What follows belongs to an exercise in optimizing a design on an open flow for small area; a production flow would make more cautious choices. In this exercise RTL edits were held to simulation tests only and were not proved equivalent to the original. The flow treats the clock pin as an ideal source, which a real chip does not have.

== run A ==
Design cordic_dds, start of the top module:
module cordic_dds (clk, phase_i, sin_o, cos_o, err_o);
   input         clk;
   input  [15:0] phase_i;
   output [16:0] sin_o, cos_o, err_o;
   reg [1:0] q [0:14];
   always @(posedge clk) q[0] <= phase_i[15:14];
   genvar g;
   generate for (g = 1; g < 15; g = g + 1) begin : qp
      always @(posedge clk) q[g] <= q[g-1];
   end endgenerate
   reg [13:0] z0;
   always @(posedge clk) z0 <= phase_i[13:0];
   reg [14:0] z1;
   reg [13:0] z2;
   reg [12:0] z3;
   reg [11:0] z4;
   reg [10:0] z5;
   reg [9:0] z6;
   reg [8:0] z7;
   reg [7:0] z8;
   reg [6:0] z9;
   reg [5:0] z10;
   reg [4:0] z11;
   reg [3:0] z12;
   reg [3:0] z13;
   reg [2:0] z14;
   always @(posedge clk) z1 <= {1'b0, z0} - 15'd8189;
   always @(posedge clk) z2 <= z1[14] ? z1[13:0] + 14'd4834 : z1[13:0] - 14'd4834;
   always @(posedge clk) z3 <= z2[13] ? z2[12:0] + 13'd2554 : z2[12:0] - 13'd2554;
   always @(posedge clk) z4 <= z3[12] ? z3[11:0] + 12'd1296 : z3[11:0] - 12'd1296;
   always @(posedge clk) z5 <= z4[11] ? z4[10:0] + 11'd650 : z4[10:0] - 11'd650;
   always @(posedge clk) z6 <= z5[10] ? z5[9:0] + 10'd325 : z5[9:0] - 10'd325;
   always @(posedge clk) z7 <= z6[9] ? z6[8:0] + 9'd162 : z6[8:0] - 9'd162;
   always @(posedge clk) z8 <= z7[8] ? z7[7:0] + 8'd81 : z7[7:0] - 8'd81;
   always @(posedge clk) z9 <= z8[7] ? z8[6:0] + 7'd40 : z8[6:0] - 7'd40;
   always @(posedge clk) z10 <= z9[6] ? z9[5:0] + 6'd20 : z9[5:0] - 6'd20;
   always @(posedge clk) z11 <= z10[5] ? z10[4:0] + 5'd10 : z10[4:0] - 5'd10;
   always @(posedge clk) z12 <= z11[4] ? z11[3:0] + 4'd5 : z11[3:0] - 4'd5;
   always @(posedge clk) z13 <= z12[3] ? z12[3:0] + 4'd2 : z12[3:0] - 4'd2;
   always @(posedge clk) z14 <= z13[3] ? z13[2:0] + 3'd1 : z13[2:0] - 3'd1;
   assign err_o = {{14{z14[2]}}, z14};
   reg d1_2; always @(posedge clk) d1_2 <= (z1[14] ^ q[1][0]);
   reg d1_3; always @(posedge clk) d1_3 <= d1_2;
   reg d1_4; always @(posedge clk) d1_4 <= d1_3;
   reg d1_5; always @(posedge clk) d1_5 <= d1_4;
   reg d1_6; always @(posedge clk) d1_6 <= d1_5;
   reg d1_7; always @(posedge clk) d1_7 <= d1_6;
   reg d2_3; always @(posedge clk) d2_3 <= (z2[13] ^ q[2][0]);
  ...
Size in the first run: roughly 450 flip-flops, ~24000 sq um of cells after synthesis.
clock: 5.0 ns
lec_check: 0
abc_area: 1
abc_clock_period_in_ps: 5000
cap_margin: 20
core_margin: 2
core_utilization: 40
cts_buf_list: sky130_fd_sc_hd__clkbuf_16
cts_cluster_diameter: 120
cts_cluster_size: 25
slew_margin: 20
run.sh (not shown) runs the stock make flow with config.mk's settings and CLKGATE_MAP_FILE= SYNTH_SCRIPT=/design/flow/synth_recipe.tcl, a recipe that flattens the netlist after the stock synthesis.
Inputs modified between run A and run B:
- clearing ABC_CLOCK_PERIOD_IN_PS, which used to be 5000
- clearing ABC_AREA, which used to be 1
==> results.txt <==
- Per the comparison of run B with run A, post-synthesis to final-layout area growth did not really move, met2 global-route usage went up.
- In terms of clock distribution area overhead in the final layout, run A and run B differ only marginally.
- Re number of max-cap violations: no difference whatsoever between run B and run A.
- In the flow results for run A and run B, the adder-cell area share of the yosys netlist is larger on run A.
- Of the two values seen for endpoint of the most critical setup path, cos_r[14] was produced by run A and sin_r[14] by run B.
diff inputs: run B => run C
- an added ABC_AREA of 1
- an added ABC_CLOCK_PERIOD_IN_PS of 5000
- a deleted CTS_BUF_LIST that had been sky130_fd_sc_hd__clkbuf_16
- a deleted CTS_CLUSTER_SIZE that had been 25
- a deleted CTS_CLUSTER_DIAMETER that had been 120
==> flow/flow/run.sh (new file) <==
#!/bin/bash
# Own layout flow: the standard flow (standard synthesis unchanged), with
#  - the port buffers made from sky130_fd_sc_hd__buf_1 cells,
#  - clock tree options passed to clock_tree_synthesis,
#  - power recovery (cell down-sizing on paths with slack) after global routing.
# Each make run writes its full output to a log of its own in the work folder;
# ORFS's per-step logs are under orfs/logs/.
set -euo pipefail
cd "$(dirname "$0")/.."
source flow/knobs.sh
bash standard.sh finish \
  "BUFFER_PORTS_ARGS=$PORT_BUF_ARGS" \
  "CTS_ARGS=$CTS_ARGS" \
  "RECOVER_POWER=$RECOVER" > flow_standard.log 2>&1
==> flow/flow/knobs.sh (new file) <==
PORT_BUF_ARGS="-buffer_cell sky130_fd_sc_hd__buf_1"
CTS_ARGS="-sink_clustering_enable -repair_clock_nets -dont_use_dummy_load -buf_list sky130_fd_sc_hd__clkbuf_16 -sink_clustering_size 25 -sink_clustering_max_diameter 120"
RECOVER=0
==> flow/standard.sh (new file) <==
#!/bin/bash
# synth_recipe.tcl (not shown) runs the flow's synth.tcl, then flattens the netlist and writes it again
# the make line also repeats each setting of config.mk as NAME=value (left out here)
make -C /OpenROAD-flow-scripts/flow DESIGN_CONFIG=/design/flow/config.mk WORK_HOME=/design/flow/orfs CLKGATE_MAP_FILE= SYNTH_SCRIPT=/design/flow/synth_recipe.tcl "${@:-finish}"
removed: flow/run.sh
[summary]
For run C, the highest-delay cell along the critical path was sky130_fd_sc_hd__nand2_1, unlike run B, where it was sky130_fd_sc_hd__a21oi_1.
Run C vs run B — final critical path time including I/O delays and setup dropped 0.50 ns.
Result for run B and run C: all clean

---

cordic_dds, a different RTL version from the one above (not shown whole).
Size: ~2800 cells after synthesis, about 360 flip-flops, ~68 I/O pins, about 21000 um^2 of cells after synthesis.
// cordic_dds
module cordic_dds (clk, phase_i, sin_o, cos_o, err_o);
   input         clk;
   input  [15:0] phase_i;
   output [16:0] sin_o, cos_o, err_o;
   reg [1:0] q [0:14];
   always @(posedge clk) q[0] <= phase_i[15:14];
   genvar g;
   generate for (g = 1; g < 15; g = g + 1) begin : qp
      always @(posedge clk) q[g] <= q[g-1];
   end endgenerate
   reg [13:0] z0;
   always @(posedge clk) z0 <= phase_i[13:0];
   reg [13:0] u1; reg sd1;
   reg [12:0] u2; reg sd2;
   reg [11:0] u3; reg sd3;
   reg [10:0] u4; reg sd4;
   reg [9:0] u5; reg sd5;
   reg [8:0] u6; reg sd6;
   reg [7:0] u7; reg sd7;
   reg [6:0] u8; reg sd8;
   reg [5:0] u9; reg sd9;
   reg [4:0] u10; reg sd10;
   reg [3:0] u11; reg sd11;
   reg [2:0] u12; reg sd12;
   reg [2:0] u13; reg sd13;
   reg [1:0] u14; reg sd14;
   wire [14:0] v0 = {1'b0, z0} - 15'd8189;
   always @(posedge clk) begin u1 <= v0[13:0] ^ {14{v0[14]}}; sd1 <= v0[14] ^ q[0][0]; end
   wire [14:0] v1 = {1'd0, u1} - 15'd4834;
   always @(posedge clk) begin u2 <= v1[12:0] ^ {13{v1[14]}}; sd2 <= sd1 ^ v1[14]; end
   wire [13:0] v2 = {1'd0, u2} - 14'd2554;
   always @(posedge clk) begin u3 <= v2[11:0] ^ {12{v2[13]}}; sd3 <= sd2 ^ v2[13]; end
   wire [12:0] v3 = {1'd0, u3} - 13'd1296;
   always @(posedge clk) begin u4 <= v3[10:0] ^ {11{v3[12]}}; sd4 <= sd3 ^ v3[12]; end
   wire [11:0] v4 = {1'd0, u4} - 12'd650;
   always @(posedge clk) begin u5 <= v4[9:0] ^ {10{v4[11]}}; sd5 <= sd4 ^ v4[11]; end
   wire [10:0] v5 = {1'd0, u5} - 11'd325;
   always @(posedge clk) begin u6 <= v5[8:0] ^ {9{v5[10]}}; sd6 <= sd5 ^ v5[10]; end
   wire [9:0] v6 = {1'd0, u6} - 10'd162;
  ...
clock: 5.0 ns
lec_check: 0
abc_area: 1
abc_clock_period_in_ps: 5000
cap_margin: 5
core_margin: 2
core_utilization: 40
slew_margin: 5
standard.sh (not shown) runs the stock make flow with config.mk's settings and CLKGATE_MAP_FILE= SYNTH_SCRIPT=/design/flow/synth_recipe.tcl, a recipe that flattens the netlist after the stock synthesis.
==> flow/flow/run.sh <==
#!/bin/bash
# Own layout flow: the standard flow (standard synthesis unchanged), with
#  - the port buffers made from sky130_fd_sc_hd__buf_1 cells,
#  - clock tree options passed to clock_tree_synthesis,
#  - power recovery (cell down-sizing on paths with slack) after global routing.
# Each make run writes its full output to a log of its own in the work folder;
# ORFS's per-step logs are under orfs/logs/.
set -euo pipefail
cd "$(dirname "$0")/.."
source flow/knobs.sh
bash standard.sh finish \
  "BUFFER_PORTS_ARGS=$PORT_BUF_ARGS" \
  "CTS_ARGS=$CTS_ARGS" \
  "RECOVER_POWER=$RECOVER" > flow_standard.log 2>&1
==> flow/flow/knobs.sh <==
PORT_BUF_ARGS="-buffer_cell sky130_fd_sc_hd__buf_1"
CTS_ARGS="-sink_clustering_enable -repair_clock_nets -dont_use_dummy_load -buf_list sky130_fd_sc_hd__clkbuf_16 -sink_clustering_size 25 -sink_clustering_max_diameter 120"
RECOVER=0
The starting point completed with no timing, DRC or antenna violations.
Rerun with:
--- a/flow/config.mk
+++ b/flow/config.mk
@@ -9,5 +9,7 @@
 export ABC_CLOCK_PERIOD_IN_PS = 5000
-export CAP_MARGIN = 5
+export CAP_MARGIN = 20
 export CORE_MARGIN = 2
-export CORE_UTILIZATION = 40
-export SLEW_MARGIN = 5
+export CORE_UTILIZATION = 50
+export PLACE_DENSITY = 0.6
+export SLEW_MARGIN = 20
+export TNS_END_PERCENT = 0
- The changed run finished clean
- wire length goes up by 1.5%
- global-route usage goes up by 5.0 points
- count of clock-buffer cells in the layout is unchanged
- cell area goes down by 0.44%
Rerun with:
==> flow/flow/knobs.sh (replaced) <==
PORT_BUF_ARGS="-buffer_cell sky130_fd_sc_hd__buf_1"
CTS_ARGS="-sink_clustering_enable -repair_clock_nets -dont_use_dummy_load -buf_list sky130_fd_sc_hd__clkbuf_16 -sink_clustering_size 30 -sink_clustering_max_diameter 150"
RECOVER=0
--- a/flow/config.mk
+++ b/flow/config.mk
@@ -11,5 +11,3 @@
 export CORE_MARGIN = 2
-export CORE_UTILIZATION = 50
-export PLACE_DENSITY = 0.6
+export CORE_UTILIZATION = 40
 export SLEW_MARGIN = 20
-export TNS_END_PERCENT = 0
Effect:
- final cell count increases by 3.8%
- via count came out lower by 1.1%
- setup slack gets better by 0.037 ns
- global-route usage goes down by 5.0 points
Rerun with:
==> flow/flow/knobs.sh (replaced) <==
PORT_BUF_ARGS="-buffer_cell sky130_fd_sc_hd__buf_1"
CTS_ARGS="-sink_clustering_enable -repair_clock_nets -dont_use_dummy_load -buf_list sky130_fd_sc_hd__clkbuf_16 -sink_clustering_size 25 -sink_clustering_max_diameter 120"
RECOVER=0
The new run ran to the end with no violations.
Cell area climbs by 0.45%.
Hold slack degrades by 0.029 ns.
Flip-flop and latch count does not change.
Core utilization climbs by 0.19 points.
Synthesized cell count stays the same.
Rerun with:
==> flow/flow/knobs.sh (replaced) <==
PORT_BUF_ARGS="-buffer_cell sky130_fd_sc_hd__buf_1"
CTS_ARGS="-sink_clustering_enable -repair_clock_nets -dont_use_dummy_load -buf_list sky130_fd_sc_hd__clkbuf_8 -root_buf sky130_fd_sc_hd__clkbuf_16 -sink_clustering_size 15 -sink_clustering_max_diameter 60"
RECOVER=0
Design area goes up by about 0.34%.
Area after synthesis does not change.
Final cell count goes up by 0.48%.
Die area is unchanged.
Sequential share of layout area goes down by 0.11 points.
Flip-flop and latch count stays the same.
Hold slack improved by 0.0055 ns.
Global-route usage goes up by 0.30 points.
Rerun with:
==> flow/flow/knobs.sh (replaced) <==
PORT_BUF_ARGS="-buffer_cell sky130_fd_sc_hd__buf_1"
CTS_ARGS="-sink_clustering_enable -repair_clock_nets -dont_use_dummy_load -buf_list sky130_fd_sc_hd__clkbuf_16 -sink_clustering_size 25 -sink_clustering_max_diameter 120"
RECOVER=0
--- a/flow/config.mk
+++ b/flow/config.mk
@@ -12,2 +12,3 @@
 export CORE_UTILIZATION = 40
+export GPL_TIMING_DRIVEN = 0
 export SLEW_MARGIN = 20
Design area went up by 1.1%; core utilization goes up by 0.50 points; synthesized area stays the same; routed wire length goes up by 8.4%.

==> separate check: timing with driven ports <==
How much do the figures lean on ideal ports? The routed layouts below were timed once more, with nothing changed but the port constraints. Step 1 (the two cells are an assumption about what drives the block):
set clk [get_ports {clk}]
set_driving_cell -lib_cell sky130_fd_sc_hd__clkbuf_16 $clk
set_driving_cell -lib_cell sky130_fd_sc_hd__buf_2 [delete_from_list [all_inputs] $clk]
Step 2 also shifts input and output timing later by t, the mid clock arrival at the registers, as if the neighbouring blocks saw the same clock. Three values: no drivers, after step 1, after step 2; two values: the first two.
| run | t, ns | slack for setup (ns) | clock arrival spread, ns |
|---|---|---|---|
| run A | 0.613 | 1.134 / 1.134 / 1.134 | 0.018 / 0.018 |
| run B | 0.606 | 0.442 / 0.442 / 0.442 | 0.030 / 0.030 |
| run C | 0.589 | 0.945 / 0.945 / 0.945 | 0.065 / 0.066 |
| the first run of note 2 | 0.563 | 0.407 / 0.407 / 0.407 | 0.058 / 0.058 |
| the second run of note 2 | 0.559 | 0.367 / 0.367 / 0.367 | 0.038 / 0.038 |
| the third run of note 2 | 0.567 | 0.405 / 0.405 / 0.405 | 0.034 / 0.034 |
| the fourth run of note 2 | 0.563 | 0.407 / 0.407 / 0.407 | 0.058 / 0.058 |
| the fifth run of note 2 | 0.548 | 0.459 / 0.459 / 0.459 | 0.076 / 0.076 |
| the sixth run of note 2 | 0.567 | 0.249 / 0.249 / 0.249 | 0.059 / 0.059 |
After both steps setup and hold are still met in every run listed.
